This design comes from an exercise in tuning for small area, a short achievable clock period and few clock cycles on the open sky130 flow, not from production work.
RTL that was checked went through simulation tests only; none was proved equivalent to the original.
Only the layout flow was run in runs 4 and 5; the RTL was not checked for function there.
No activity file was given, so power comes from the tool's default toggle rates.

**config.mk**
```make
export PLATFORM = sky130hd
export DESIGN_NAME = cordic
export DESIGN_NICKNAME = cordic
export VERILOG_FILES = /design/flow/design.v
export SDC_FILE = /design/flow/constraint.sdc
export NUM_CORES = 4
export LEC_CHECK = 0
export CAP_MARGIN = 20
export CORE_MARGIN = 2
export CORE_UTILIZATION = 40
export CTS_BUF_LIST = sky130_fd_sc_hd__clkbuf_4 sky130_fd_sc_hd__clkbuf_8
export CTS_CLUSTER_DIAMETER = 100
export CTS_CLUSTER_SIZE = 30
export SLEW_MARGIN = 20
```
**constraint.sdc**
```tcl
create_clock -name core_clock -period 10.0 [get_ports {clk}]
set_input_delay 2.0000 -clock core_clock [delete_from_list [all_inputs] [get_ports {clk}]]
set_output_delay 2.0000 -clock core_clock [all_outputs]
set_load 0.01 [all_outputs]
```
**design.v**
```verilog
module cordic (
    input  wire        clk,
    input  wire        rst_n,
    input  wire        start,
    input  wire [15:0] x_in,
    input  wire [15:0] y_in,
    input  wire [15:0] z_in,
    output reg         done,
    output wire [15:0] x_out,
    output wire [15:0] y_out,
    output wire [15:0] z_out
);
    reg [15:0] x, y, z;
    reg        busy;
    reg [3:0]  it;            
    wire [3:0] i_x = it, i_y = it, i_z = it;
    function [15:0] add16;
        input [15:0] a, b;
        input ci;
        reg [15:0] p, g, pp, gg;
        begin
            p = a ^ b;
            g = a & b;
            gg = g; pp = p;
            gg[0] = g[0] | (p[0] & ci);
            gg[15] = gg[15] | (pp[15] & gg[14]); pp[15] = pp[15] & pp[14];
            gg[13] = gg[13] | (pp[13] & gg[12]); pp[13] = pp[13] & pp[12];
            gg[11] = gg[11] | (pp[11] & gg[10]); pp[11] = pp[11] & pp[10];
            gg[9] = gg[9] | (pp[9] & gg[8]); pp[9] = pp[9] & pp[8];
            gg[7] = gg[7] | (pp[7] & gg[6]); pp[7] = pp[7] & pp[6];
            gg[5] = gg[5] | (pp[5] & gg[4]); pp[5] = pp[5] & pp[4];
            gg[3] = gg[3] | (pp[3] & gg[2]); pp[3] = pp[3] & pp[2];
            gg[1] = gg[1] | (pp[1] & gg[0]); pp[1] = pp[1] & pp[0];
            gg[15] = gg[15] | (pp[15] & gg[13]); pp[15] = pp[15] & pp[13];
            gg[14] = gg[14] | (pp[14] & gg[13]); pp[14] = pp[14] & pp[13];
            gg[11] = gg[11] | (pp[11] & gg[9]); pp[11] = pp[11] & pp[9];
            gg[10] = gg[10] | (pp[10] & gg[9]); pp[10] = pp[10] & pp[9];
            gg[7] = gg[7] | (pp[7] & gg[5]); pp[7] = pp[7] & pp[5];
            gg[6] = gg[6] | (pp[6] & gg[5]); pp[6] = pp[6] & pp[5];
            gg[3] = gg[3] | (pp[3] & gg[1]); pp[3] = pp[3] & pp[1];
            gg[2] = gg[2] | (pp[2] & gg[1]); pp[2] = pp[2] & pp[1];
            gg[15] = gg[15] | (pp[15] & gg[11]); pp[15] = pp[15] & pp[11];
            gg[14] = gg[14] | (pp[14] & gg[11]); pp[14] = pp[14] & pp[11];
            gg[13] = gg[13] | (pp[13] & gg[11]); pp[13] = pp[13] & pp[11];
            gg[12] = gg[12] | (pp[12] & gg[11]); pp[12] = pp[12] & pp[11];
            gg[7] = gg[7] | (pp[7] & gg[3]); pp[7] = pp[7] & pp[3];
            gg[6] = gg[6] | (pp[6] & gg[3]); pp[6] = pp[6] & pp[3];
            gg[5] = gg[5] | (pp[5] & gg[3]); pp[5] = pp[5] & pp[3];
            gg[4] = gg[4] | (pp[4] & gg[3]); pp[4] = pp[4] & pp[3];
            gg[15] = gg[15] | (pp[15] & gg[7]); pp[15] = pp[15] & pp[7];
            gg[14] = gg[14] | (pp[14] & gg[7]); pp[14] = pp[14] & pp[7];
            gg[13] = gg[13] | (pp[13] & gg[7]); pp[13] = pp[13] & pp[7];
            gg[12] = gg[12] | (pp[12] & gg[7]); pp[12] = pp[12] & pp[7];
            gg[11] = gg[11] | (pp[11] & gg[7]); pp[11] = pp[11] & pp[7];
            gg[10] = gg[10] | (pp[10] & gg[7]); pp[10] = pp[10] & pp[7];
            gg[9] = gg[9] | (pp[9] & gg[7]); pp[9] = pp[9] & pp[7];
            gg[8] = gg[8] | (pp[8] & gg[7]); pp[8] = pp[8] & pp[7];
            add16 = p ^ {gg[14:0], ci};
        end
    endfunction
    function [15:0] zadd;
        input [3:0] i;
        input neg;
        begin
            case ({neg, i})
                {1'b0, 4'd0}: zadd = 16'he000;   
                {1'b1, 4'd0}: zadd = 16'h2000;   
                {1'b0, 4'd1}: zadd = 16'hed1c;   
                {1'b1, 4'd1}: zadd = 16'h12e4;   
                {1'b0, 4'd2}: zadd = 16'hf605;   
                {1'b1, 4'd2}: zadd = 16'h09fb;   
                {1'b0, 4'd3}: zadd = 16'hfaef;   
                {1'b1, 4'd3}: zadd = 16'h0511;   
                {1'b0, 4'd4}: zadd = 16'hfd75;   
                {1'b1, 4'd4}: zadd = 16'h028b;   
                {1'b0, 4'd5}: zadd = 16'hfeba;   
                {1'b1, 4'd5}: zadd = 16'h0146;   
                {1'b0, 4'd6}: zadd = 16'hff5d;   
                {1'b1, 4'd6}: zadd = 16'h00a3;   
                {1'b0, 4'd7}: zadd = 16'hffaf;   
                {1'b1, 4'd7}: zadd = 16'h0051;   
                {1'b0, 4'd8}: zadd = 16'hffd7;   
                {1'b1, 4'd8}: zadd = 16'h0029;   
                {1'b0, 4'd9}: zadd = 16'hffec;   
                {1'b1, 4'd9}: zadd = 16'h0014;   
                {1'b0, 4'd10}: zadd = 16'hfff6;   
                {1'b1, 4'd10}: zadd = 16'h000a;   
                {1'b0, 4'd11}: zadd = 16'hfffb;   
                {1'b1, 4'd11}: zadd = 16'h0005;   
                default: zadd = 16'h0000;
            endcase
        end
    endfunction
    function signed [15:0] shr;
        input signed [15:0] v;
        input [3:0] s;
        begin
            shr = v >>> s;
        end
    endfunction
    wire        neg = z[15];
    wire [15:0] xs  = shr(x, i_x);
    wire [15:0] ys  = shr(y, i_y);
    wire [15:0] xn  = add16(x, neg ? ys : ~ys, ~neg);
    wire [15:0] yn  = add16(y, neg ? ~xs : xs, neg);
    wire [15:0] zn  = add16(z, zadd(i_z, neg), 1'b0);
    always @(posedge clk) begin
        if (start) begin
            x <= x_in;
            y <= y_in;
            z <= z_in;
        end else begin
            x <= xn;
            y <= yn;
            z <= zn;
        end
    end
    always @(posedge clk) begin
        if (start) it <= 4'd0;
        else       it <= it + 4'd1;
    end
    wire last = it == 4'd11;
    always @(posedge clk or negedge rst_n) begin
        if (!rst_n) begin
            busy <= 1'b0;
            done <= 1'b0;
        end else begin
            done <= busy && last;
            if (start)     busy <= 1'b1;
            else if (last) busy <= 1'b0;
        end
    end
    assign x_out = x;
    assign y_out = y;
    assign z_out = z;
endmodule
```
**flow/run.sh**
```bash
#!/bin/bash
# The standard layout with these changes:
# - synthesis is the standard script, with ABC's mapping script replaced by
#   flow/abc_map.script and without the step that maps adders to full- and
#   half-adder cells, so ABC maps the adders' logic itself (the registers are
#   mapped before ABC runs and are the standard synthesis's);
# - the port buffers are made from the smallest buffer cell;
# - timing repair aims at a setup slack of 6.8 ns;
# - clock tree synthesis adds no dummy loads.
set -euo pipefail
here=$(pwd)
{
  head -n 1 synth_recipe.tcl
  echo "proc abc {args} { set i [lsearch \$args -script]; lset args [expr {\$i + 1}] $here/flow/abc_map.script; yosys abc {*}\$args }"
  tail -n +2 synth_recipe.tcl
} > flow_synth.tcl
export BUFFER_PORTS_ARGS="-buffer_cell sky130_fd_sc_hd__buf_1"
cts_args="-sink_clustering_enable -repair_clock_nets -sink_clustering_size 30 -sink_clustering_max_diameter 100 -buf_list {sky130_fd_sc_hd__clkbuf_4 sky130_fd_sc_hd__clkbuf_8} -dont_use_dummy_load"
bash standard.sh CTS_ARGS="$cts_args" SYNTH_SCRIPT="$here/flow_synth.tcl" ADDER_MAP_FILE= SETUP_SLACK_MARGIN=6.8 finish > standard.log 2>&1
```
**flow/abc_map.script**
```
strash
balance
rewrite
refactor
balance
rewrite
rewrite -z
balance
refactor -z
rewrite -z
balance
dch
map -a
topo
buffer -c
upsize -c
dnsize -c
```
**standard.sh**
```bash
#!/bin/bash
# synth_recipe.tcl (not shown) runs the flow's synth.tcl, then flattens the netlist and writes it again
# the make line also repeats each setting of config.mk as NAME=value (left out here)
make -C /OpenROAD-flow-scripts/flow DESIGN_CONFIG=/design/flow/config.mk WORK_HOME=/design/flow/orfs CLKGATE_MAP_FILE= SYNTH_SCRIPT=/design/flow/synth_recipe.tcl "${@:-finish}"
```
==> impl_metrics.json, run 1 <==
{
  "outcome": "no timing/DRC/antenna violations",
  "port_buffers": 99,
  "path_max_fanout": 28,
  "drive_above_1_share_pct": 15.6,
  "finClkSkew_ps": 31.1,
  "hp-class": "flip-flop to flip-flop",
  "fill_cells": 1463,
  "ys_types": 51,
  "tightest_slew_ps": 660,
  "syn_area_per_cell_um2": 5.80,
  "synth_xor_area_share_pct": 10.8,
  "cts_tree": "yes",
  "drt_iter0_markers": 368,
  "htreeDepth": 2,
  "routed_via_density": 5.11,
  "synth_top_area_cell": "dfxtp_1",
  "antenna_found_initial": 0,
  "area_delta_synth_final_pct": 22.0,
  "finalNetCount": 1075,
  "synth-simple-area-share_pct": 32.0,
  "first_pass_iters": 5,
  "cts_buffers": 5,
  "initial_core_util_pct": 40.6,
  "synth_fp_nets": 972,
  "maxSlewViolCount": 0,
  "drt.antenna.violating_nets": 0,
  "fp.dieW_um": 120,
  "r2r-start": "it[0]$_SDFF_PP0_",
  "setup_viol": 0,
  "regArea_um2": 1110,
  "final_util_pct": 49.6,
  "synth_top_family_by_area": "simple AND/OR/NAND/NOR gates",
  "clock-sinks": 54,
  "ys_seq_elements": 54,
  "grt_pass1_vias": 5484,
  "vdd_drop_max_uv": 144,
  "min_period_ps": 3140,
  "clkTransAtPathRegs_ps": 120,
  "insertedDiodeCount": 0,
  "path_common_cell": "xor2_1",
  "yosys_warnings": 1,
  "power.density_nw_per_um2": 380,
  "track_usage_pct": 21.8,
  "synth_top_area_share_pct": 19.5,
  "yosysMostFrequentCell": "nand2_1",
  "synth_mux_area_share_pct": 0,
  "synth_edf_count": 0,
  "crit_path_cell_trace": "buf_16 -> o21ai_1 -> a21oi_1 -> o21ai_0 -> o21ai_0 -> xor2_1 -> xor2_1 -> a311oi_1 -> nand2_2 -> buf_4 -> a311oi_2 -> xor2_1 -> o21ai_1",
  "routed_wl_mm": 16.1,
  "grt_pass1_wl_mm": 25.5,
  "die_h_um": 120,
  "cp_data_arrival_time_ps": 3340,
  "slowest_stage": "dfxtp_4",
  "synth-adder-area-share_pct": 0.187,
  "grt_max_degree": 82,
  "finalCritPeriodShare_pct": 31.4,
  "dr_total_vias": 6127,
  "dpl.hpwl_mm": 11.1,
  "synth_area_um2": 5340,
  "path_class": "flip-flop to flip-flop",
  "io_pins": 100,
  "tns_ps": 0,
  "worst_path_largest_cell_delay_ps": 450,
  "relSlewSlack_pct": 56.0,
  "ctsRootBufferMaster": "clkbuf_8",
  "grt_overflow": 0,
  "clockBufferDepth": 2,
  "cp_data_required_time_ps": 10200,
  "hold_violations": 0,
  "p_leak_uw": 0.00299,
  "crit_path_start": "it[0]$_SDFF_PP0_",
  "startpoint_type": "flip-flop",
  "rsz0062_at_grt": "true",
  "core_um2": 13100,
  "dieArea_um2": 14300,
  "gp_congestion": 0.897,
  "syn_inst": 921,
  "yosysSeqAreaShare_pct": 20.4,
  "max_freq_ghz": 0.318,
  "clk_latency_ps": 350,
  "min_from": "busy$_DFFE_PN0P_",
  "synth_common_cells": "nand2_1, nor2_1, inv_1",
  "rows": 42,
  "wl_per_cell_um": 13.5,
  "max-cap-violations": 0,
  "synth_flop_cell": "dfxtp_1",
  "cp-end-kind": "flip-flop",
  "synth_async_sr_flop_share_pct": 3.70,
  "multiInputGateArea_um2": 3900,
  "netlist_top_cells_area": "dfxtp_1, nand2_1, nor2_1, xor2_1, inv_1",
  "drc": 0,
  "synth_compound_area_share_pct": 24.6
}
==> through the flow <==
| step | std cells | instance area, um2 | total power (uW) | hold slack [ps] | setup slack [ps] |
|---|---|---|---|---|---|
| CTS | 1168 | 5940 | 2290 | 521 | 6770 |
| floorplan | 921 | 5340 | 1800 | 455 | 7020 |
| detailed placement | 1158 | 5750 | 2150 | 492 | 5850 |
| global placement | 1158 | 5750 | 2140 | 485 | 6000 |
| global route | 1198 | 6520 | 2770 | 583 | 6590 |
| finish | 1198 | 6520 | 2480 | 514 | 6860 |
==> power by group <==
part	internal, uW	leakage [uW]	total (uW)	switching, uW
combinational	755	0.00249	1940	1190
sequential	319	0.000463	413	93.8
clock	45.5	0.0000359	123	77.1
total	1120	0.00299	2480	1360
==> cell families after synthesis <==
kind of cell	count (synthesis)
xor gates and xnor gates	65
adders and majority gates	1
and+or+nand+nor	427
buffers and inverters	156
AOI/OAI and AO/OA	218
DFF	54
==> final timing paths <==
check | endpoint | slack [ps] | depth (start not counted)
setup / recovery | y[13]$_DFF_P_ | 6860 | 13
hold / removal | busy$_DFFE_PN0P_ | 510 | 2
setup reg to reg | y[13]$_DFF_P_ | 6860 | 13
hold reg to reg | busy$_DFFE_PN0P_ | 510 | 2
max in group asynchronous | busy$_DFFE_PN0P_ | 8450 | 1
min in group asynchronous | done$_DFF_PN0_ | 1410 | 1
==> cells in the final DEF (no fill, tap or decap), types with 10 or more instances in the layout <==
cell type / n
xor2_1: 48
a21oi_1: 55
inv_2: 16
buf_4: 30
nand2_1: 198
inv_1: 91
o21ai_1: 41
nand2_2: 15
nor2_2: 10
dfxtp_1: 47
xnor2_1: 13
buf_1: 98
o21ai_0: 41
nor2_1: 162
nand3_1: 12
o21ai_2: 25
==> per-layer routing <==
layer / vias to the layer above / global-route usage (%) / share of wire [%]
met5: - / 0 / 0
met2: 180 / 38.2 / 50
met3: 25 / 3.04 / 5.4
met4: 0 / 7.79 / 1.8
li1: 3164 / - / -
met1: 2758 / 27.3 / 43
==> area by class of cell <==
type | count | share of cell area [%]
inverter | 115 | 7.14
sequential | 54 | 17.0
timing repair inverter | 1 | 0.115
multi-input combinational | 711 | 59.9
clock buffer | 5 | 1.06
timing repair buffer | 136 | 11.4
tap | 176 | 3.38
==> critical path: cells and delay by family, from the launching register on <==
family	cells	cell delay [ps]
DFF	1	450
xor gates and xnor gates	3	640
and+or+nand+nor	1	170
AOI/OAI and AO/OA	7	1380
buffers and inverters	2	360
==> sequential cells by signal, summed over array words and instances, names as in the netlist <==
name / cells
z: 16
busy: 1
x: 16
y: 16
it: 4
done: 1
==> repair_timing <==
action	4_1_cts	5_1_grt
hold buffers	0	0
pin swaps	0	39
gates cloned	2	3
resized for setup	22	84
buffers inserted	3	27
setup endpoints to repair	46	33
Testbench counts, summed over its fixed seeds: cycles 12,488.
==> run 2, diff against run 1 <==
--- a/flow/run.sh
+++ b/flow/run.sh
@@ -6,5 +6,5 @@
 #   mapped before ABC runs and are the standard synthesis's);
 # - the port buffers are made from the smallest buffer cell;
-# - timing repair aims at a setup slack of 6.8 ns;
+# - timing repair aims at a setup slack of 6.5 ns;
 # - clock tree synthesis adds no dummy loads.
 set -euo pipefail
@@ -16,4 +16,4 @@
 } > flow_synth.tcl
 export BUFFER_PORTS_ARGS="-buffer_cell sky130_fd_sc_hd__buf_1"
-cts_args="-sink_clustering_enable -repair_clock_nets -sink_clustering_size 30 -sink_clustering_max_diameter 100 -buf_list {sky130_fd_sc_hd__clkbuf_4 sky130_fd_sc_hd__clkbuf_8} -dont_use_dummy_load"
-bash standard.sh CTS_ARGS="$cts_args" SYNTH_SCRIPT="$here/flow_synth.tcl" ADDER_MAP_FILE= SETUP_SLACK_MARGIN=6.8 finish > standard.log 2>&1
+cts_args="-sink_clustering_enable -repair_clock_nets -sink_clustering_size 20 -sink_clustering_max_diameter 60 -buf_list {sky130_fd_sc_hd__clkbuf_4 sky130_fd_sc_hd__clkbuf_8} -dont_use_dummy_load"
+bash standard.sh CTS_ARGS="$cts_args" SYNTH_SCRIPT="$here/flow_synth.tcl" ADDER_MAP_FILE= SETUP_SLACK_MARGIN=6.5 finish > standard.log 2>&1
--- a/config.mk
+++ b/config.mk
@@ -10,5 +10,5 @@
 export CORE_UTILIZATION = 40
 export CTS_BUF_LIST = sky130_fd_sc_hd__clkbuf_4 sky130_fd_sc_hd__clkbuf_8
-export CTS_CLUSTER_DIAMETER = 100
-export CTS_CLUSTER_SIZE = 30
+export CTS_CLUSTER_DIAMETER = 60
+export CTS_CLUSTER_SIZE = 20
 export SLEW_MARGIN = 20
==> run 2 against run 1 <==
Synthesized cell count unchanged. Sequential share of layout area rose by 1.5 points. Area after synthesis unchanged. Sequential power down 1%. Combinational power down about 10%. Total power fell by 8.1%. Via count fell by 4.1%. Largest power group unchanged.
==> impl_metrics.json, run 2 <==
{
  "syn_area_per_cell_um2": 5.80,
  "dr_total_vias": 5873,
  "clk_latency_ps": 350,
  "core_um2": 13100,
  "synth_top_area_share_pct": 19.5,
  "routed_via_density": 5.02,
  "initial_core_util_pct": 40.6,
  "rsz0062_at_grt": "true",
  "drt_iter0_markers": 322,
  "reg2reg_depth": 18,
  "netlist_top_cells_area": "dfxtp_1, nand2_1, nor2_1, xor2_1, inv_1",
  "regArea_um2": 1110,
  "clockBufferDepth": 2,
  "drive_above_1_share_pct": 7.75,
  "grt_max_degree": 81,
  "worst_path_largest_cell_delay_ps": 360,
  "yosys_warnings": 1,
  "r2r-start": "it[3]$_SDFF_PP0_",
  "io_pins": 100,
  "vdd_drop_max_uv": 146,
  "max_freq_ghz": 0.307,
  "min_from": "busy$_DFFE_PN0P_",
  "path_max_fanout": 26,
  "synth_area_um2": 5340,
  "hold_violations": 0,
  "rows": 42,
  "cp.buffers_inverters": 2,
  "tightest_slew_ps": 605,
  "grt_pass1_vias": 5313,
  "min_to": "busy$_DFFE_PN0P_",
  "min_period_ps": 3260,
  "synth_async_sr_flop_share_pct": 3.70,
  "dp_cells": 1158,
  "cp_data_arrival_time_ps": 1260,
  "maxSlewViolCount": 0,
  "antenna_found_initial": 0,
  "cts_tree": "yes",
  "fp.dieW_um": 120,
  "setup_viol": 0,
  "startpoint_type": "flip-flop",
  "drc": 0,
  "slowest_stage": "dfxtp_1",
  "whs_ps": 514,
  "r2r-end": "z[13]$_DFF_P_",
  "reg_top3": "x x16, y x16, z x16",
  "track_usage_pct": 20.8,
  "fill_cells": 1511,
  "tns_ps": 0,
  "setup_ws_ps": 6740,
  "synth_common_cells": "nand2_1, nor2_1, inv_1",
  "crit_family": "buffers and inverters",
  "syn_inst": 921,
  "htreeDepth": 2,
  "multiInputGateArea_um2": 3640,
  "dieArea_um2": 14300,
  "synth_edf_count": 0,
  "drt.antenna.violating_nets": 0,
  "port_buffers": 99,
  "gp_congestion": 0.897,
  "insertedDiodeCount": 0,
  "grt_pass1_wl_mm": 24.5,
  "ys_types": 51,
  "synth_top_area_cell": "dfxtp_1",
  "synth_flop_cell": "dfxtp_1",
  "r2r_slack_ps": 6780,
  "final_cell_mix": "nand2_1, nor2_1, buf_1",
  "cts_buffers": 5,
  "hp-class": "flip-flop to flip-flop",
  "synth_fp_nets": 972,
  "dpl_worst_slack_ps": 5850,
  "fin_cells": 1169,
  "dpl.hpwl_mm": 11.1,
  "clock-sinks": 54,
  "finalCritPeriodShare_pct": 32.6,
  "die_h_um": 120,
  "cp-end-kind": "primary output",
  "grt_overflow": 0,
  "finClkSkew_ps": 31.3,
  "p_leak_uw": 0.00278,
  "max-cap-violations": 0,
  "first_pass_iters": 5,
  "cp_data_required_time_ps": 8000,
  "path_class": "flip-flop to primary output",
  "ys_seq_elements": 54,
  "outcome": "no timing/DRC/antenna violations",
  "min_path_cells": 2,
  "yosysMostFrequentCell": "nand2_1",
  "finalNetCount": 1046,
  "clkTransAtPathRegs_ps": 120,
  "hold_buffers": 0,
  "wl_per_cell_um": 13.1,
  "area_delta_synth_final_pct": 12.1,
  "yosysSeqAreaShare_pct": 20.4,
  "relSlewSlack_pct": 59.6,
  "crit_path_cell_trace": "buf_4 -> buf_1",
  "power.density_nw_per_um2": 380,
  "routed_wl_mm": 15.3,
  "ctsRootBufferMaster": "clkbuf_8",
  "final_common_cell": "nand2_1"
}
-- run 2: cell types whose count changed in the layout (fill, tap and decap cells not counted), moves of 5 or more --
cell,previous run,this run
buf_4,30,3
o21ai_1,41,57
o21ai_2,25,11
nand2_1,198,210
nand2_2,15,5
nor2_1,162,168
o21ai_4,5,0
-- run 2: where the power goes --
part	leakage (uW)	internal, uW	total [uW]	switching, uW
sequential	0.000463	318	409	90.9
combinational	0.00228	643	1740	1100
clock	0.0000359	45.5	121	75.6
total	0.00278	1010	2270	1270
-- run 2: per-stage QoR --
step | instance area [um2] | utilization (%) | power, uW
floorplan | 5340 | - | 1800
global placement | 5750 | 43.8 | 2140
detailed placement | 5750 | 43.8 | 2150
CTS | 5840 | 44.4 | 2280
global route | 5980 | 45.6 | 2570
finish | 5980 | 45.6 | 2270
-- run 2: kinds of logic (layout without fill, tap and decap cells) --
logic type / Yosys count / after routing / share of synthesized area, %
adder cells (fa/ha/maj): 1 / 1 / 0.187
AO/OA/AOI/OAI: 218 / 218 / 24.6
AND/OR/NAND/NOR: 427 / 427 / 32.0
flip-flops: 54 / 54 / 20.4
buffers and inverters: 156 / 228 / 12.0
XOR/XNOR: 65 / 65 / 10.8
-- run 2: how the worst max path moves through the flow --
| stage | startpoint | end | slack, ps | cells past startpoint |
|---|---|---|---|---|
| 6_report | z[15]$_DFF_P_ | z_out[15] | 6740 | 2 |
| 3_5_place_dp | it[2]$_SDFF_PP0_ | z[13]$_DFF_P_ | 5850 | 22 |
| 3_3_place_gp | it[2]$_SDFF_PP0_ | z[13]$_DFF_P_ | 6000 | 22 |
| 2_1_floorplan | start | x[2]$_DFF_P_ | 7020 | 5 |
| 4_1_cts | start | z[15]$_DFF_P_ | 6480 | 5 |
| 5_1_grt | it[0]$_SDFF_PP0_ | x[15]$_DFF_P_ | 6470 | 20 |
-- run 2: area by class of cell --
| type | instances | area share (%) |
|---|---|---|
| Multi-Input combinational cell | 711 | 60.8 |
| Sequential cell | 54 | 18.5 |
| Timing Repair Buffer | 107 | 8.15 |
| Inverter | 115 | 7.61 |
| Tap cell | 176 | 3.68 |
| Clock buffer | 5 | 1.15 |
| Timing Repair inverter | 1 | 0.125 |
-- run 2: what timing repair did --
action                                  4_1_cts  5_1_grt
endpoints found under the hold margin         0        0
resized for setup                             9       24
gates cloned                                  0        3
setup buffers                                 0        3
endpoints found under the setup margin       33       35
-- run 2: worst register-to-register path: stages (launching register included) --
cell and delay [ps]:
dfxtp_4 460, inv_4 320, nor2_1 170, a2111o_1 420, nand3_1 80, inv_1 50, or2_1 210, nor2_1 140
nor2_1 60, inv_2 50, nand2_1 60, nand2_2 90, a311o_1 210, nand4_1 120, nand2_2 150, inv_2 80
o31ai_2 190, xor2_1 170, o21ai_1 70
-- run 2: routing by layer --
layer	share of wire, %	routed length [um]	up-vias	global-route usage (%)
li1	-	-	3102	-
met1	45	6950	2576	26.2
met2	48	7270	171	36.6
met3	5.0	764	24	2.85
met4	1.9	289	0	6.54
met5	0	0	-	0
==> run 3, diff against run 2 <==
--- a/config.mk
+++ b/config.mk
@@ -8,5 +8,5 @@
 export CAP_MARGIN = 20
 export CORE_MARGIN = 2
-export CORE_UTILIZATION = 40
+export CORE_UTILIZATION = 55
 export CTS_BUF_LIST = sky130_fd_sc_hd__clkbuf_4 sky130_fd_sc_hd__clkbuf_8
 export CTS_CLUSTER_DIAMETER = 60
==> run 3 against run 2 <==
Combinational power increased by 6%. Still clean. Sequential cell count unchanged. Largest power group unchanged. Register-to-register slack got worse by 40 ps. Critical endpoint is now x[13]$_DFF_P_. Clock power about the same. Cell area increased by 2.5%. Largest cell class unchanged. Sequential share of layout area decreased by 0.46 points. Count of clock-buffer cells in the layout unchanged. Setup slack improved by 0.92 ps. Fmax about the same. Sequential power about the same. First-iteration DRC count decreased by 0.93%. Critical path depth increased by 20.
==> impl_metrics.json, run 3 <==
{
  "outcome": "no timing/DRC/antenna violations",
  "finalCritPeriodShare_pct": 32.6,
  "clock-sinks": 54,
  "grt_pass1_wl_mm": 24.1,
  "area_delta_synth_final_pct": 14.9,
  "path_common_cell": "nand2_1",
  "grt_max_degree": 82,
  "yosys_warnings": 1,
  "grt_pass1_vias": 5350,
  "rsz0062_at_grt": "true",
  "reg2reg_depth": 22,
  "slowest_stage": "dfxtp_4",
  "regArea_um2": 1110,
  "p_leak_uw": 0.00287,
  "final_util_pct": 65.8,
  "drive_above_1_share_pct": 10.3,
  "io_pins": 100,
  "finalNetCount": 1060,
  "wl_per_cell_um": 13.9,
  "path_class": "flip-flop to flip-flop",
  "vdd_drop_max_uv": 258,
  "rows": 35,
  "htreeDepth": 2,
  "finClkSkew_ps": 30.1,
  "cts_buffers": 5,
  "multiInputGateArea_um2": 3720,
  "insertedDiodeCount": 0,
  "grt_overflow": 0,
  "netlist_top_cells_area": "dfxtp_1, nand2_1, nor2_1, xor2_1, inv_1",
  "max_freq_ghz": 0.307,
  "synth_flop_cell": "dfxtp_1",
  "fill_cells": 953,
  "tns_ps": 0,
  "ys_seq_elements": 54,
  "hold_violations": 0,
  "cp_data_required_time_ps": 10190,
  "syn_inst": 921,
  "startpoint_type": "flip-flop",
  "synth_edf_count": 0,
  "synth_async_sr_flop_share_pct": 3.70,
  "cp_data_arrival_time_ps": 3450,
  "dp_cells": 1111,
  "min_period_ps": 3260,
  "whs_ps": 539,
  "fin_cells": 1136,
  "cp-end-kind": "flip-flop",
  "core_um2": 9330,
  "maxSlewViolCount": 0,
  "dr_total_vias": 6122,
  "worst_path_largest_cell_delay_ps": 410,
  "dpl.hpwl_mm": 11.1,
  "drt.antenna.violating_nets": 0,
  "yosysSeqAreaShare_pct": 20.4,
  "synth_common_cells": "nand2_1, nor2_1, inv_1",
  "antenna_found_initial": 0,
  "routed_wl_mm": 15.8,
  "relSlewSlack_pct": 54.4,
  "total_power_uw": 2360,
  "fp.dieW_um": 103,
  "tightest_slew_ps": 682,
  "hp-class": "flip-flop to flip-flop",
  "track_usage_pct": 28.4,
  "port_buffers": 99,
  "crit_path_cell_trace": "buf_4 -> nand2_1 -> o21ai_1 -> inv_2 -> o21ai_2 -> nor2_1 -> a31oi_2 -> or2_1 -> nand2_1 -> inv_2 -> nand2_1 -> o21ai_0 -> nand2_1 -> nand2_1 -> inv_2 -> o32ai_4 -> nand4_1 -> nand2_2 -> inv_2 -> o21ai_1 -> xor2_1 -> o21ai_1",
  "ctsRootBufferMaster": "clkbuf_8",
  "drt_iter0_markers": 319,
  "synth_top_area_share_pct": 19.5,
  "dieArea_um2": 10500,
  "syn_area_per_cell_um2": 5.80,
  "clockBufferDepth": 2,
  "max-cap-violations": 0,
  "initial_core_util_pct": 57.3,
  "path_max_fanout": 7,
  "ys_types": 51,
  "die_h_um": 103,
  "reg_top3": "x x16, y x16, z x16",
  "first_pass_iters": 5,
  "final_cell_mix": "nand2_1, nor2_1, buf_1",
  "yosysMostFrequentCell": "nand2_1",
  "clk_latency_ps": 330,
  "final_common_cell": "nand2_1",
  "synth_area_um2": 5340,
  "clkTransAtPathRegs_ps": 120,
  "synth_fp_nets": 972,
  "min_path_cells": 2,
  "drc": 0,
  "setup_viol": 0,
  "gp_congestion": 0.898,
  "hold_buffers": 0,
  "routed_via_density": 5.39,
  "cts_tree": "yes",
  "power.density_nw_per_um2": 385,
  "synth_top_area_cell": "dfxtp_1"
}
run 3: cell types whose count changed in the layout (fill, tap and decap cells not counted), sizes merged:
cell / change
buf: +14
bufinv: +1
clkbuf: -1
clkinv: -1
inv: +1
run 3: final cells by class:
cell class	count	share of cell area, %
repair inverters	2	0.265
clock buffers	5	1.12
multi-input cells	711	60.6
repair buffers	120	9.62
inverters	115	7.73
flip-flops and latches	54	18.0
well taps	129	2.63
run 3: worst max-delay path: cells and delay by family (launching register included):
family	cells	cell delay, ps
AOI/OAI and AO/OA	7	1130
xor gates and xnor gates	1	190
buffers and inverters	5	470
DFF	1	410
and+or+nand+nor	9	920
run 3: layer usage:
metal / track usage [%] / share of wire [%]
met2: 52.5 / 50
met5: 0 / 0
met4: 6.56 / 1.4
met3: 3.12 / 5.6
met1: 35.3 / 43
run 3: power by group:
| group | switching [uW] | internal [uW] | total (uW) | leakage [uW] |
|---|---|---|---|---|
| sequential | 87.7 | 318 | 406 | 0.000463 |
| combinational | 1160 | 679 | 1840 | 0.00237 |
| clock | 75.6 | 45.6 | 121 | 0.0000359 |
run 3: final timing paths:
path / from / end / slack, ps
max reg2reg: it[0]$_SDFF_PP0_ / x[13]$_DFF_P_ / 6740
min reg2reg: busy$_DFFE_PN0P_ / busy$_DFFE_PN0P_ / 540
min in group asynchronous: rst_n / busy$_DFFE_PN0P_ / 1430
min: busy$_DFFE_PN0P_ / busy$_DFFE_PN0P_ / 540
max: it[0]$_SDFF_PP0_ / x[13]$_DFF_P_ / 6740
max in group asynchronous: rst_n / done$_DFF_PN0_ / 8430
run 3: stage by stage:
stage	worst slack [ps]	cell area, um2
CTS	6470	5820
finish	6740	6140
floorplan	7020	5340
global placement	6050	5690
global route	6420	6140
detailed placement	6020	5690
run 3: logic make-up (layout without fill, tap and decap cells):
logic type	count (synthesis)	after routing	share of synthesized area [%]
AND/OR/NAND/NOR	427	427	32.0
AO/OA/AOI/OAI	218	218	24.6
buffers and inverters	156	242	12.0
XOR/XNOR	65	65	10.8
flip-flops	54	54	20.4
adder cells (fa/ha/maj)	1	1	0.187
run 3: timing repair:
item,in CTS,in global routing
gates cloned,1,1
pin swaps,0,9
hold endpoints to repair,0,0
resized for setup,8,42
endpoints found under the setup margin,30,32
setup buffers,4,14
==> run 4, diff against run 3 <==
--- a/design.v
+++ b/design.v
@@ -95,6 +95,17 @@
         input signed [15:0] v;
         input [3:0] s;
+        reg signed [15:0] t;
         begin
-            shr = v >>> s;
+            case (s[3:2])
+                2'd0: t = v;
+                2'd1: t = v >>> 4;
+                default: t = v >>> 8;
+            endcase
+            case (s[1:0])
+                2'd0: shr = t >>> 0;
+                2'd1: shr = t >>> 1;
+                2'd2: shr = t >>> 2;
+                2'd3: shr = t >>> 3;
+            endcase
         end
     endfunction
--- a/flow/run.sh
+++ b/flow/run.sh
@@ -16,4 +16,4 @@
 } > flow_synth.tcl
 export BUFFER_PORTS_ARGS="-buffer_cell sky130_fd_sc_hd__buf_1"
-cts_args="-sink_clustering_enable -repair_clock_nets -sink_clustering_size 20 -sink_clustering_max_diameter 60 -buf_list {sky130_fd_sc_hd__clkbuf_4 sky130_fd_sc_hd__clkbuf_8} -dont_use_dummy_load"
+cts_args="-sink_clustering_enable -repair_clock_nets -sink_clustering_size 30 -sink_clustering_max_diameter 100 -buf_list {sky130_fd_sc_hd__clkbuf_4 sky130_fd_sc_hd__clkbuf_8} -dont_use_dummy_load"
 bash standard.sh CTS_ARGS="$cts_args" SYNTH_SCRIPT="$here/flow_synth.tcl" ADDER_MAP_FILE= SETUP_SLACK_MARGIN=6.5 finish > standard.log 2>&1
--- a/config.mk
+++ b/config.mk
@@ -8,7 +8,7 @@
 export CAP_MARGIN = 20
 export CORE_MARGIN = 2
-export CORE_UTILIZATION = 55
+export CORE_UTILIZATION = 40
 export CTS_BUF_LIST = sky130_fd_sc_hd__clkbuf_4 sky130_fd_sc_hd__clkbuf_8
-export CTS_CLUSTER_DIAMETER = 60
-export CTS_CLUSTER_SIZE = 20
+export CTS_CLUSTER_DIAMETER = 100
+export CTS_CLUSTER_SIZE = 30
 export SLEW_MARGIN = 20
==> run 4 against run 3 <==
Cell area up 2.9%. Count of clock-buffer cells in the layout unchanged. Global-route usage shrank 5.3 points. Highest routed layer unchanged. Via count shrank 3.7%. Area after synthesis shrank 1.2%. Sequential share of layout area decreased by 0.45 points. Register-to-register slack worse by 30 ps. Non-clock buffer count rose by 16. Cell count is 0.35% higher. Sequential power up 7.6%. Setup slack lost 35 ps.
==> impl_metrics.json, run 4 <==
{
  "min_period_ps": 3290,
  "yosys_warnings": 1,
  "cts_tree": "yes",
  "crit_path_cell_trace": "clkinvlp_4 -> nor2_2 -> buf_6 -> nor4_4 -> a21oi_2 -> xor2_1 -> inv_1 -> nor2_2 -> nor2_1 -> nor2_1 -> nor2_1 -> nor2_2 -> nor2_2 -> o31ai_4 -> a41oi_4 -> buf_4 -> o21ai_0 -> xor2_1 -> a21oi_1",
  "max_freq_ghz": 0.304,
  "maxSlewViolCount": 0,
  "p_leak_uw": 0.00285,
  "dp_cells": 1100,
  "synth_flop_cell": "dfxtp_1",
  "max-cap-violations": 0,
  "synth_top_family_by_area": "simple AND/OR/NAND/NOR gates",
  "finalCritPeriodShare_pct": 32.9,
  "startpoint_type": "flip-flop",
  "yosysSeqAreaShare_pct": 20.7,
  "cp.buffers_inverters": 4,
  "grt_max_degree": 83,
  "syn_area_per_cell_um2": 6.12,
  "crit_family": "compound AO/OA/AOI/OAI gates",
  "finalNetCount": 1021,
  "first_pass_iters": 5,
  "switching_power_uw": 1290,
  "intPower_uw": 1030,
  "grt_overflow": 0,
  "finClkSkew_ps": 26.8,
  "relSlewSlack_pct": 53.1,
  "total_power_uw": 2320,
  "grt_pass1_vias": 5279,
  "synth_compound_area_share_pct": 26.5,
  "synth_async_sr_flop_share_pct": 3.70,
  "rsz0062_at_grt": "true",
  "setup_viol": 0,
  "path_common_cell": "nor2_2",
  "initial_core_util_pct": 41.3,
  "synth_common_cells": "nand2_1, nor2_1, inv_1",
  "drt_iter0_markers": 454,
  "worst_path_largest_cell_delay_ps": 420,
  "tightest_slew_ps": 703,
  "drc": 0,
  "clock-sinks": 54,
  "fp.dieW_um": 119,
  "cp_data_arrival_time_ps": 3510,
  "synth_top_area_share_pct": 19.7,
  "ys_types": 61,
  "ctsRootBufferMaster": "clkbuf_8",
  "die_h_um": 119,
  "synth_fp_nets": 913,
  "synth_xor_area_share_pct": 10.8,
  "clkTransAtPathRegs_ps": 110,
  "hold_buffers": 0,
  "track_usage_pct": 23.1,
  "fin_cells": 1140,
  "dieArea_um2": 14100,
  "rows": 41,
  "cp-end-kind": "flip-flop",
  "hold_violations": 0,
  "drive_above_1_share_pct": 13.1,
  "area_delta_synth_final_pct": 19.7,
  "tns_ps": 0,
  "synth_top_area_cell": "dfxtp_1",
  "swShare_pct": 55.6,
  "grt_pass1_wl_mm": 26.8,
  "final_cell_mix": "nand2_1, nor2_1, inv_1",
  "htreeDepth": 2,
  "drt.antenna.violating_nets": 0,
  "reg_top3": "x x16, y x16, z x16",
  "port_buffers": 99,
  "cp_data_required_time_ps": 10220,
  "wl_per_cell_um": 14.4,
  "synth-simple-area-share_pct": 29.0,
  "gp_congestion": 0.918,
  "synth_mux_area_share_pct": 0,
  "cts_buffers": 5,
  "core_um2": 12800,
  "setup_ws_ps": 6710,
  "path_max_fanout": 12,
  "routed_via_density": 5.17,
  "vdd_drop_max_uv": 159,
  "outcome": "no timing/DRC/antenna violations",
  "dpl.hpwl_mm": 11.6,
  "clockBufferDepth": 2,
  "ys_seq_elements": 54,
  "combPwrFrac_pct": 76.0,
  "antenna_found_initial": 0,
  "synth_area_um2": 5280,
  "slowest_stage": "dfxtp_4",
  "syn_inst": 862,
  "final_common_cell": "nand2_1",
  "hp-class": "flip-flop to flip-flop",
  "path_class": "flip-flop to flip-flop",
  "io_pins": 100,
  "synth_edf_count": 0,
  "power.density_nw_per_um2": 368,
  "netlist_top_cells_area": "dfxtp_1, nand2_1, nor2_1, xor2_1, inv_1",
  "dpl_worst_slack_ps": 5810,
  "routed_wl_mm": 16.4,
  "power.share.clock_pct": 5.2,
  "clk_latency_ps": 350,
  "seq_power_share_pct": 18.8,
  "yosysMostFrequentCell": "nand2_1",
  "synth-adder-area-share_pct": 0.190,
  "dr_total_vias": 5893,
  "insertedDiodeCount": 0
}
==> run 4: what timing repair did <==
item / in CTS / in global routing
setup endpoints to repair: 35 / 37
pin swaps: 3 / 14
cloned: 2 / 1
resized for setup: 14 / 60
buffers inserted: 9 / 23
==> run 4: cell families (layout without fill, tap and decap cells) <==
kind of cell / Yosys count / in the layout
buf+inv: 164 / 269
compound gates: 207 / 207
fa+ha+maj: 1 / 1
simple gates: 371 / 372
flops: 54 / 54
xor+xnor: 65 / 65
==> run 4: power by group through the flow <==
stage	combinational (uW)	clock [uW]	sequential, uW
global route	2000	135	452
global placement	1640	0	438
floorplan	1280	0	442
detailed placement	1630	0	437
finish	1770	121	437
CTS	1650	127	433
==> run 4: cell type report <==
cell class / instances / area [um2]
sequential: 54 / 1110
multi-input combinational: 645 / 3710
tap: 172 / 215
fill: 1356 / 6460
timing repair inverter: 1 / 7.51
inverter: 127 / 498
clock buffer: 5 / 68.8
timing repair buffer: 136 / 703
==> run 4: layer usage <==
metal	up-vias	global-route usage, %	part of all wire (%)
met1	2600	34.7	50
met5	-	0	0
met3	17	3.98	7.5
met2	247	34.1	41
li1	3029	-	-
met4	0	5.51	1.3
==> run 4: through the flow <==
step                      cell area, um2  hold WS [ps]  utilization (%)
after floorplan                     5280           455                -
after detailed placement            5700           506             44.6
after global placement              5700           483             44.6
after CTS                           5890           532             46.1
after global routing                6310           541             49.4
final                               6310           517             49.4
==> run 4: final timing paths <==
path,from,cells after the start,endpoint,slack (ps)
max,it[0]$_SDFF_PP0_,19,z[10]$_DFF_P_,6710
min,it[2]$_SDFF_PP0_,1,it[3]$_SDFF_PP0_,520
max reg2reg,it[0]$_SDFF_PP0_,19,z[10]$_DFF_P_,6710
min reg2reg,it[2]$_SDFF_PP0_,1,it[3]$_SDFF_PP0_,520
max in group asynchronous,rst_n,1,busy$_DFFE_PN0P_,8460
min in group asynchronous,rst_n,1,done$_DFF_PN0_,1420
==> run 4: worst reg2reg max path, delay by kind of cell, from the launching register on <==
kind,cells,cell delay [ps]
compound gates,5,910
xor+xnor,2,360
buf+inv,4,600
flops,1,420
simple gates,8,860
==> run 5, diff against run 4 <==
--- a/design.v
+++ b/design.v
@@ -97,14 +97,14 @@
         reg signed [15:0] t;
         begin
+            case (s[1:0])
+                2'd0: t = v >>> 0;
+                2'd1: t = v >>> 1;
+                2'd2: t = v >>> 2;
+                2'd3: t = v >>> 3;
+            endcase
             case (s[3:2])
-                2'd0: t = v;
-                2'd1: t = v >>> 4;
-                default: t = v >>> 8;
-            endcase
-            case (s[1:0])
-                2'd0: shr = t >>> 0;
-                2'd1: shr = t >>> 1;
-                2'd2: shr = t >>> 2;
-                2'd3: shr = t >>> 3;
+                2'd0: shr = t;
+                2'd1: shr = t >>> 4;
+                default: shr = t >>> 8;
             endcase
         end
==> run 5 against run 4 <==
Global-route usage fell by 0.17 points. Worst hold slack better by 29 ps. Register-to-register slack improved by 20 ps. Sequential power rose by 2%. Clock skew fell by 1.0 ps. Cell area is 2.4% lower. Critical endpoint is now x[8]$_DFF_P_.
==> impl_metrics.json, run 5 <==
{
  "grt_max_degree": 49,
  "finalCritPeriodShare_pct": 32.9,
  "synth_top_area_cell": "dfxtp_1",
  "r2r-end": "y[11]$_DFF_P_",
  "swShare_pct": 56.4,
  "area_delta_synth_final_pct": 15.2,
  "cp_data_required_time_ps": 10220,
  "setup_viol": 0,
  "gp_congestion": 0.946,
  "synth_area_um2": 5350,
  "path_class": "input port to flip-flop",
  "port_buffers": 99,
  "syn_area_per_cell_um2": 6.33,
  "power.density_nw_per_um2": 404,
  "reg2reg_depth": 18,
  "design_area_um2": 6160,
  "drive_above_1_share_pct": 12.7,
  "r2r_slack_ps": 6730,
  "cp_data_arrival_time_ps": 3510,
  "tightest_slew_ps": 760,
  "track_usage_pct": 22.9,
  "min_period_ps": 3290,
  "synth_edf_count": 0,
  "clock-sinks": 54,
  "hold_buffers": 0,
  "synth_top_area_share_pct": 19.4,
  "rows": 42,
  "clk_latency_ps": 340,
  "rsz0062_at_grt": "false",
  "combPwrFrac_pct": 77.2,
  "final_common_cell": "nand2_1",
  "path_max_fanout": 36,
  "drt.antenna.violating_nets": 0,
  "drt_iter0_markers": 617,
  "dieArea_um2": 14300,
  "dr_total_vias": 5868,
  "routed_wl_mm": 16.5,
  "fp.dieW_um": 120,
  "grt_overflow": 0,
  "final_cell_mix": "nand2_1, nor2_1, buf_1",
  "yosysMostFrequentCell": "nand2_1",
  "switching_power_uw": 1400,
  "netlist_top_cells_area": "dfxtp_1, nand2_1, nor2_1, xor2_1, inv_1",
  "synth_fp_nets": 897,
  "hold_violations": 0,
  "insertedDiodeCount": 0,
  "r2r-start": "it[0]$_SDFF_PP0_",
  "cts_tree": "yes",
  "clkTransAtPathRegs_ps": 110,
  "dpl_worst_slack_ps": 5670,
  "hp-class": "flip-flop to flip-flop",
  "yosysSeqAreaShare_pct": 20.4,
  "p_leak_uw": 0.00273,
  "htreeDepth": 2,
  "postPlaceCellArea_um2": 5780,
  "die_h_um": 120,
  "io_pins": 100,
  "max_freq_ghz": 0.304,
  "outcome": "no timing/DRC/antenna violations",
  "final_util_pct": 46.9,
  "clockBufferDepth": 2,
  "ctsRootBufferMaster": "clkbuf_8",
  "setup_ws_ps": 6710,
  "finalNetCount": 999,
  "first_pass_iters": 5,
  "core_um2": 13100,
  "synth_flop_cell": "dfxtp_1",
  "relSlewSlack_pct": 49.0,
  "cts_buffers": 5,
  "initial_core_util_pct": 40.7,
  "startpoint_type": "input port",
  "dpl.hpwl_mm": 12.1,
  "tns_ps": 0,
  "yosys_warnings": 1,
  "maxSlewViolCount": 0,
  "vdd_drop_max_uv": 194,
  "intPower_uw": 1090,
  "synth_async_sr_flop_share_pct": 3.70,
  "synth_common_cells": "nand2_1, nor2_1, inv_1",
  "max-cap-violations": 0,
  "cp-end-kind": "flip-flop",
  "wl_per_cell_um": 14.7,
  "ys_types": 63,
  "seq_power_share_pct": 18.0,
  "routed_via_density": 5.23,
  "grt_pass1_wl_mm": 26.6,
  "reg_top3": "x x16, y x16, z x16",
  "power.share.clock_pct": 4.9,
  "grt_pass1_vias": 5312,
  "total_power_uw": 2490,
  "ys_seq_elements": 54,
  "setup.worst_path.end": "x[8]$_DFF_P_",
  "finClkSkew_ps": 25.8,
  "crit_path_start": "start",
  "drc": 0,
  "antenna_found_initial": 0,
  "syn_inst": 846
}
==> run 5: power groups by stage <==
stage          combinational, uW  sequential, uW  clock, uW
2_1_floorplan               1470             454          0
3_3_place_gp                1850             453          0
3_5_place_dp                1860             451          0
4_1_cts                     1880             446        126
5_1_grt                     2180             459        133
6_report                    1920             447        121
==> run 5: cells by family (layout without fill, tap and decap cells) <==
group,count (synthesis),count (layout),share of synthesized area [%]
buffers and inverters,153,253,12.1
xor gates and xnor gates,68,68,11.1
adders and majority gates,2,2,0.421
and+or+nand+nor,337,337,26.7
DFF,54,54,20.4
AOI/OAI and AO/OA,232,232,29.3
==> run 5: what timing repair did <==
item	4_1_cts	5_1_grt
setup endpoints to repair	38	32
pin swaps	1	6
setup buffers	5	23
gates resized for setup	12	18
cloned	0	1
==> run 5: worst max-delay path, cell delays in order <==
cell	delay, ps
clkbuf_2	70
buf_4	300
clkinv_1	700
nand3_1	330
nand2_1	70
==> run 5: routing by layer <==
| layer | routed length [um] | GRT usage, % | up-vias |
|---|---|---|---|
| li1 | - | - | 3001 |
| met1 | 7590 | 32.4 | 2542 |
| met3 | 1530 | 3.85 | 34 |
| met5 | 0 | 0 | - |
| met2 | 7060 | 36.4 | 291 |
| met4 | 314 | 5.51 | 0 |
==> run 5: how the worst min path moves through the flow <==
| stage | startpoint | endpoint | slack (ps) | depth (start not counted) |
|---|---|---|---|---|
| after CTS | busy$_DFFE_PN0P_ | busy$_DFFE_PN0P_ | 530 | 2 |
| final | busy$_DFFE_PN0P_ | busy$_DFFE_PN0P_ | 550 | 2 |
| after floorplan | busy$_DFFE_PN0P_ | busy$_DFFE_PN0P_ | 460 | 2 |
| after detailed placement | busy$_DFFE_PN0P_ | busy$_DFFE_PN0P_ | 500 | 2 |
| after global routing | it[0]$_SDFF_PP0_ | it[0]$_SDFF_PP0_ | 580 | 1 |
| after global placement | busy$_DFFE_PN0P_ | busy$_DFFE_PN0P_ | 490 | 2 |
==> run 5: per-stage QoR <==
| step | cells | hold slack (ps) |
|---|---|---|
| 2_1_floorplan | 846 | 456 |
| 3_3_place_gp | 1088 | 489 |
| 3_5_place_dp | 1088 | 502 |
| 4_1_cts | 1098 | 530 |
| 5_1_grt | 1122 | 576 |
| 6_report | 1122 | 546 |
==> run 5: final cells by class <==
| type | instances | area [um2] |
|---|---|---|
| clock buffer | 5 | 68.8 |
| sequential | 54 | 1110 |
| inverter | 115 | 460 |
| tap | 176 | 220 |
| multi-input combinational | 639 | 3680 |
| fill | 1447 | 6970 |
| timing repair buffer | 133 | 629 |
==> run 6, diff against run 5 <==
--- a/design.v
+++ b/design.v
@@ -33,27 +33,21 @@
             gg[1] = gg[1] | (pp[1] & gg[0]); pp[1] = pp[1] & pp[0];
             gg[15] = gg[15] | (pp[15] & gg[13]); pp[15] = pp[15] & pp[13];
+            gg[11] = gg[11] | (pp[11] & gg[9]); pp[11] = pp[11] & pp[9];
+            gg[7] = gg[7] | (pp[7] & gg[5]); pp[7] = pp[7] & pp[5];
+            gg[3] = gg[3] | (pp[3] & gg[1]); pp[3] = pp[3] & pp[1];
+            gg[15] = gg[15] | (pp[15] & gg[11]); pp[15] = pp[15] & pp[11];
+            gg[7] = gg[7] | (pp[7] & gg[3]); pp[7] = pp[7] & pp[3];
+            gg[15] = gg[15] | (pp[15] & gg[7]); pp[15] = pp[15] & pp[7];
+            gg[11] = gg[11] | (pp[11] & gg[7]); pp[11] = pp[11] & pp[7];
+            gg[13] = gg[13] | (pp[13] & gg[11]); pp[13] = pp[13] & pp[11];
+            gg[9] = gg[9] | (pp[9] & gg[7]); pp[9] = pp[9] & pp[7];
+            gg[5] = gg[5] | (pp[5] & gg[3]); pp[5] = pp[5] & pp[3];
             gg[14] = gg[14] | (pp[14] & gg[13]); pp[14] = pp[14] & pp[13];
-            gg[11] = gg[11] | (pp[11] & gg[9]); pp[11] = pp[11] & pp[9];
+            gg[12] = gg[12] | (pp[12] & gg[11]); pp[12] = pp[12] & pp[11];
             gg[10] = gg[10] | (pp[10] & gg[9]); pp[10] = pp[10] & pp[9];
-            gg[7] = gg[7] | (pp[7] & gg[5]); pp[7] = pp[7] & pp[5];
+            gg[8] = gg[8] | (pp[8] & gg[7]); pp[8] = pp[8] & pp[7];
             gg[6] = gg[6] | (pp[6] & gg[5]); pp[6] = pp[6] & pp[5];
-            gg[3] = gg[3] | (pp[3] & gg[1]); pp[3] = pp[3] & pp[1];
+            gg[4] = gg[4] | (pp[4] & gg[3]); pp[4] = pp[4] & pp[3];
             gg[2] = gg[2] | (pp[2] & gg[1]); pp[2] = pp[2] & pp[1];
-            gg[15] = gg[15] | (pp[15] & gg[11]); pp[15] = pp[15] & pp[11];
-            gg[14] = gg[14] | (pp[14] & gg[11]); pp[14] = pp[14] & pp[11];
-            gg[13] = gg[13] | (pp[13] & gg[11]); pp[13] = pp[13] & pp[11];
-            gg[12] = gg[12] | (pp[12] & gg[11]); pp[12] = pp[12] & pp[11];
-            gg[7] = gg[7] | (pp[7] & gg[3]); pp[7] = pp[7] & pp[3];
-            gg[6] = gg[6] | (pp[6] & gg[3]); pp[6] = pp[6] & pp[3];
-            gg[5] = gg[5] | (pp[5] & gg[3]); pp[5] = pp[5] & pp[3];
-            gg[4] = gg[4] | (pp[4] & gg[3]); pp[4] = pp[4] & pp[3];
-            gg[15] = gg[15] | (pp[15] & gg[7]); pp[15] = pp[15] & pp[7];
-            gg[14] = gg[14] | (pp[14] & gg[7]); pp[14] = pp[14] & pp[7];
-            gg[13] = gg[13] | (pp[13] & gg[7]); pp[13] = pp[13] & pp[7];
-            gg[12] = gg[12] | (pp[12] & gg[7]); pp[12] = pp[12] & pp[7];
-            gg[11] = gg[11] | (pp[11] & gg[7]); pp[11] = pp[11] & pp[7];
-            gg[10] = gg[10] | (pp[10] & gg[7]); pp[10] = pp[10] & pp[7];
-            gg[9] = gg[9] | (pp[9] & gg[7]); pp[9] = pp[9] & pp[7];
-            gg[8] = gg[8] | (pp[8] & gg[7]); pp[8] = pp[8] & pp[7];
             add16 = p ^ {gg[14:0], ci};
         end
@@ -95,17 +89,6 @@
         input signed [15:0] v;
         input [3:0] s;
-        reg signed [15:0] t;
         begin
-            case (s[1:0])
-                2'd0: t = v >>> 0;
-                2'd1: t = v >>> 1;
-                2'd2: t = v >>> 2;
-                2'd3: t = v >>> 3;
-            endcase
-            case (s[3:2])
-                2'd0: shr = t;
-                2'd1: shr = t >>> 4;
-                default: shr = t >>> 8;
-            endcase
+            shr = v >>> s;
         end
     endfunction
==> run 6 against run 5 <==
Still clean. Global-route usage down 1.8 points. Setup slack worse by 100 ps. Core utilization up 3.2 points. Count of clock-buffer cells in the layout unchanged. Clock power about the same. Cell area up 2.5%. Critical path type is now flip-flop to flip-flop. Critical endpoint is now y[15]$_DFF_P_. Highest routed layer unchanged.
==> impl_metrics.json, run 6 <==
{
  "fill_cells": 1390,
  "syn_inst": 870,
  "r2r-start": "it[1]$_SDFF_PP0_",
  "cts_tree": "yes",
  "routed_via_density": 5.06,
  "hold_violations": 0,
  "final_common_cell": "nand2_1",
  "synth_area_um2": 5160,
  "clkTransAtPathRegs_ps": 100,
  "grt_pass1_vias": 5312,
  "reg_top3": "x x16, y x16, z x16",
  "insertedDiodeCount": 0,
  "crit_path_start": "it[1]$_SDFF_PP0_",
  "first_pass_iters": 7,
  "cp_data_required_time_ps": 10200,
  "relSlewSlack_pct": 40.0,
  "vdd_drop_max_uv": 130,
  "rows": 41,
  "dpl.hpwl_mm": 10.9,
  "synth_edf_count": 0,
  "grt_pass1_wl_mm": 24.3,
  "ctsRootBufferMaster": "clkbuf_8",
  "grt_max_degree": 41,
  "path_max_fanout": 17,
  "path_class": "flip-flop to flip-flop",
  "synth_top_area_share_pct": 20.2,
  "drt_iter0_markers": 271,
  "tns_ps": 0,
  "p_leak_uw": 0.00290,
  "synth_async_sr_flop_share_pct": 3.70,
  "wl_per_cell_um": 13.7,
  "finalNetCount": 1029,
  "finClkSkew_ps": 20.7,
  "cp_data_arrival_time_ps": 3590,
  "final_cell_mix": "nand2_1, nor2_1, buf_1",
  "worst_path_largest_cell_delay_ps": 470,
  "htreeDepth": 2,
  "rsz0062_at_grt": "true",
  "drc": 0,
  "antenna_found_initial": 0,
  "reg2reg_depth": 18,
  "power.density_nw_per_um2": 377,
  "drive_above_1_share_pct": 13.1,
  "clk_latency_ps": 330,
  "setup.worst_path.end": "y[15]$_DFF_P_",
  "r2r-end": "y[15]$_DFF_P_",
  "dieArea_um2": 13800,
  "synth_fp_nets": 921,
  "track_usage_pct": 21.2,
  "drt.antenna.violating_nets": 0,
  "dr_total_vias": 5807,
  "min_from": "busy$_DFFE_PN0P_",
  "setup_viol": 0,
  "tightest_slew_ps": 899,
  "fin_cells": 1148,
  "dp_cells": 1106,
  "slowest_stage": "dfxtp_4",
  "port_buffers": 99,
  "die_h_um": 118,
  "min_period_ps": 3390,
  "netlist_top_cells_area": "dfxtp_1, nand2_1, nor2_1, xor2_1, o21ai_0",
  "clockBufferDepth": 2,
  "yosys_warnings": 1,
  "cp-end-kind": "flip-flop",
  "synth_common_cells": "nand2_1, nor2_1, inv_1, o21ai_0",
  "core_um2": 12600,
  "ys_types": 54,
  "finalCritPeriodShare_pct": 33.9,
  "r2r_slack_ps": 6610,
  "hp-class": "flip-flop to flip-flop",
  "crit_path_cell_trace": "clkinv_8 -> nor2_1 -> a21oi_1 -> o21ai_2 -> nand2_1 -> o21ai_2 -> xor2_2 -> xor2_1 -> nand2_1 -> o21a_1 -> o32ai_4 -> a311oi_4 -> o221ai_2 -> a211oi_2 -> nor2_2 -> nor2_1 -> xor2_1 -> o21ai_1",
  "synth_flop_cell": "dfxtp_1",
  "multiInputGateArea_um2": 3700,
  "grt_overflow": 0,
  "max_freq_ghz": 0.295,
  "total_power_uw": 2380,
  "gp_congestion": 0.921,
  "regArea_um2": 1110,
  "syn_area_per_cell_um2": 5.94,
  "ys_seq_elements": 54,
  "yosysMostFrequentCell": "nand2_1",
  "area_delta_synth_final_pct": 22.4,
  "yosysSeqAreaShare_pct": 21.1,
  "synth_top_area_cell": "dfxtp_1",
  "outcome": "no timing/DRC/antenna violations",
  "fp.dieW_um": 118,
  "initial_core_util_pct": 40.9,
  "cts_buffers": 5,
  "clock-sinks": 54,
  "maxSlewViolCount": 0,
  "io_pins": 100,
  "startpoint_type": "flip-flop",
  "routed_wl_mm": 15.7,
  "max-cap-violations": 0
}
==> run 6: worst min-delay path by stage <==
stage	end	slack, ps	cells after the start
global route	busy$_DFFE_PN0P_	520	2
finish	busy$_DFFE_PN0P_	510	2
CTS	busy$_DFFE_PN0P_	520	2
detailed placement	busy$_DFFE_PN0P_	490	2
global placement	busy$_DFFE_PN0P_	500	2
floorplan	busy$_DFFE_PN0P_	450	2
==> run 6: cell families after synthesis <==
kind of cell | after synthesis | synth area share (%)
flops | 54 | 21.1
buf+inv | 136 | 11.1
xor+xnor | 65 | 11.0
compound gates | 214 | 25.2
simple gates | 398 | 30.9
fa+ha+maj | 3 | 0.581
==> run 6: through the flow <==
stage	cell area (um2)	utilization (%)	setup WS [ps]	hold slack, ps
floorplan	5160	-	6950	455
global placement	5580	44.2	5360	497
detailed placement	5580	44.2	5200	489
CTS	5850	46.4	6510	517
global route	6320	50.1	6350	525
finish	6320	50.1	6610	510
==> run 6: layout make-up <==
| type | instances | share of cell area (%) |
|---|---|---|
| clock buffer | 5 | 1.09 |
| inverter | 96 | 6.75 |
| timing repair buffer | 139 | 12.4 |
| timing repair inverter | 2 | 0.317 |
| tap | 172 | 3.41 |
| sequential | 54 | 17.5 |
| multi-input combinational | 680 | 58.5 |
==> run 6: what timing repair did <==
item,in CTS,in global routing
gates cloned,1,5
gates resized for setup,38,72
hold buffers,0,0
endpoints found under the setup margin,42,25
setup buffers,10,21
pin swaps,6,19
==> run 6: layer usage <==
layer / routed length (um) / part of all wire [%] / GRT usage [%] / vias to the layer above
li1: - / - / - / 3023
met1: 7120 / 45 / 26.1 / 2586
met2: 7590 / 48 / 37.6 / 176
met3: 743 / 4.7 / 3.44 / 22
met4: 241 / 1.5 / 6.70 / 0
met5: 0 / 0 / 0 / -
==> run 6: worst max-delay path: cells and delay by family, from the launching register on <==
kind                   cells  cell delay, ps
AO/OA/AOI/OAI              9            1550
flip-flops                 1             470
AND/OR/NAND/NOR            5             590
XOR/XNOR                   3             490
buffers and inverters      1             140
==> run 6: power by group <==
group	leakage [uW]	total, uW	internal [uW]	switching [uW]
combinational	0.00240	1850	756	1100
clock	0.0000359	118	45.5	72.4
sequential	0.000463	412	318	93.7
total	0.00290	2380	1120	1260
Testbench counts of run 6, summed over its fixed seeds: cycles 12,488.

## static timing again, ports no longer ideal
Ports are ideal in the flow. The routed layouts listed here were re-timed in OpenROAD. Step 1 sets driving cells, clkbuf_16 on the clock port and buf_2 on the other inputs (assumed; they add their load-dependent delay and slew). Step 2 also shifts input and output timing later by t, the mid clock arrival at the registers, as if the neighbouring blocks saw the same clock. Three values: no drivers, after step 1, after step 2; two values: the first two.
| run | t, ns | setup slack, ns | clock arrival spread, ns | slew at the worst register clock pin (ns) | worst slew at a driven data input, ns |
|---|---|---|---|---|---|
| run 1 | 0.370 | 6.857 / 6.857 / 6.713 | 0.031 / 0.031 | 0.12 / 0.12 | 0.03 |
| run 2 | 0.369 | 6.742 / 6.707 / 6.482 | 0.031 / 0.031 | 0.12 / 0.12 | 0.03 |
| run 3 | 0.353 | 6.743 / 6.743 / 6.537 | 0.030 / 0.030 | 0.12 / 0.12 | 0.04 |
| run 4 | 0.369 | 6.708 / 6.708 / 6.521 | 0.027 / 0.026 | 0.11 / 0.11 | 0.03 |
| run 5 | 0.368 | 6.714 / 6.706 / 6.360 | 0.026 / 0.026 | 0.11 / 0.11 | 0.03 |
| run 6 | 0.359 | 6.613 / 6.613 / 6.495 | 0.021 / 0.021 | 0.10 / 0.10 | 0.03 |
After both steps setup and hold are still met in every run listed. The setup slack of run 5, which loses most, moves by -0.008 ns with the drivers and by -0.354 ns with both steps.
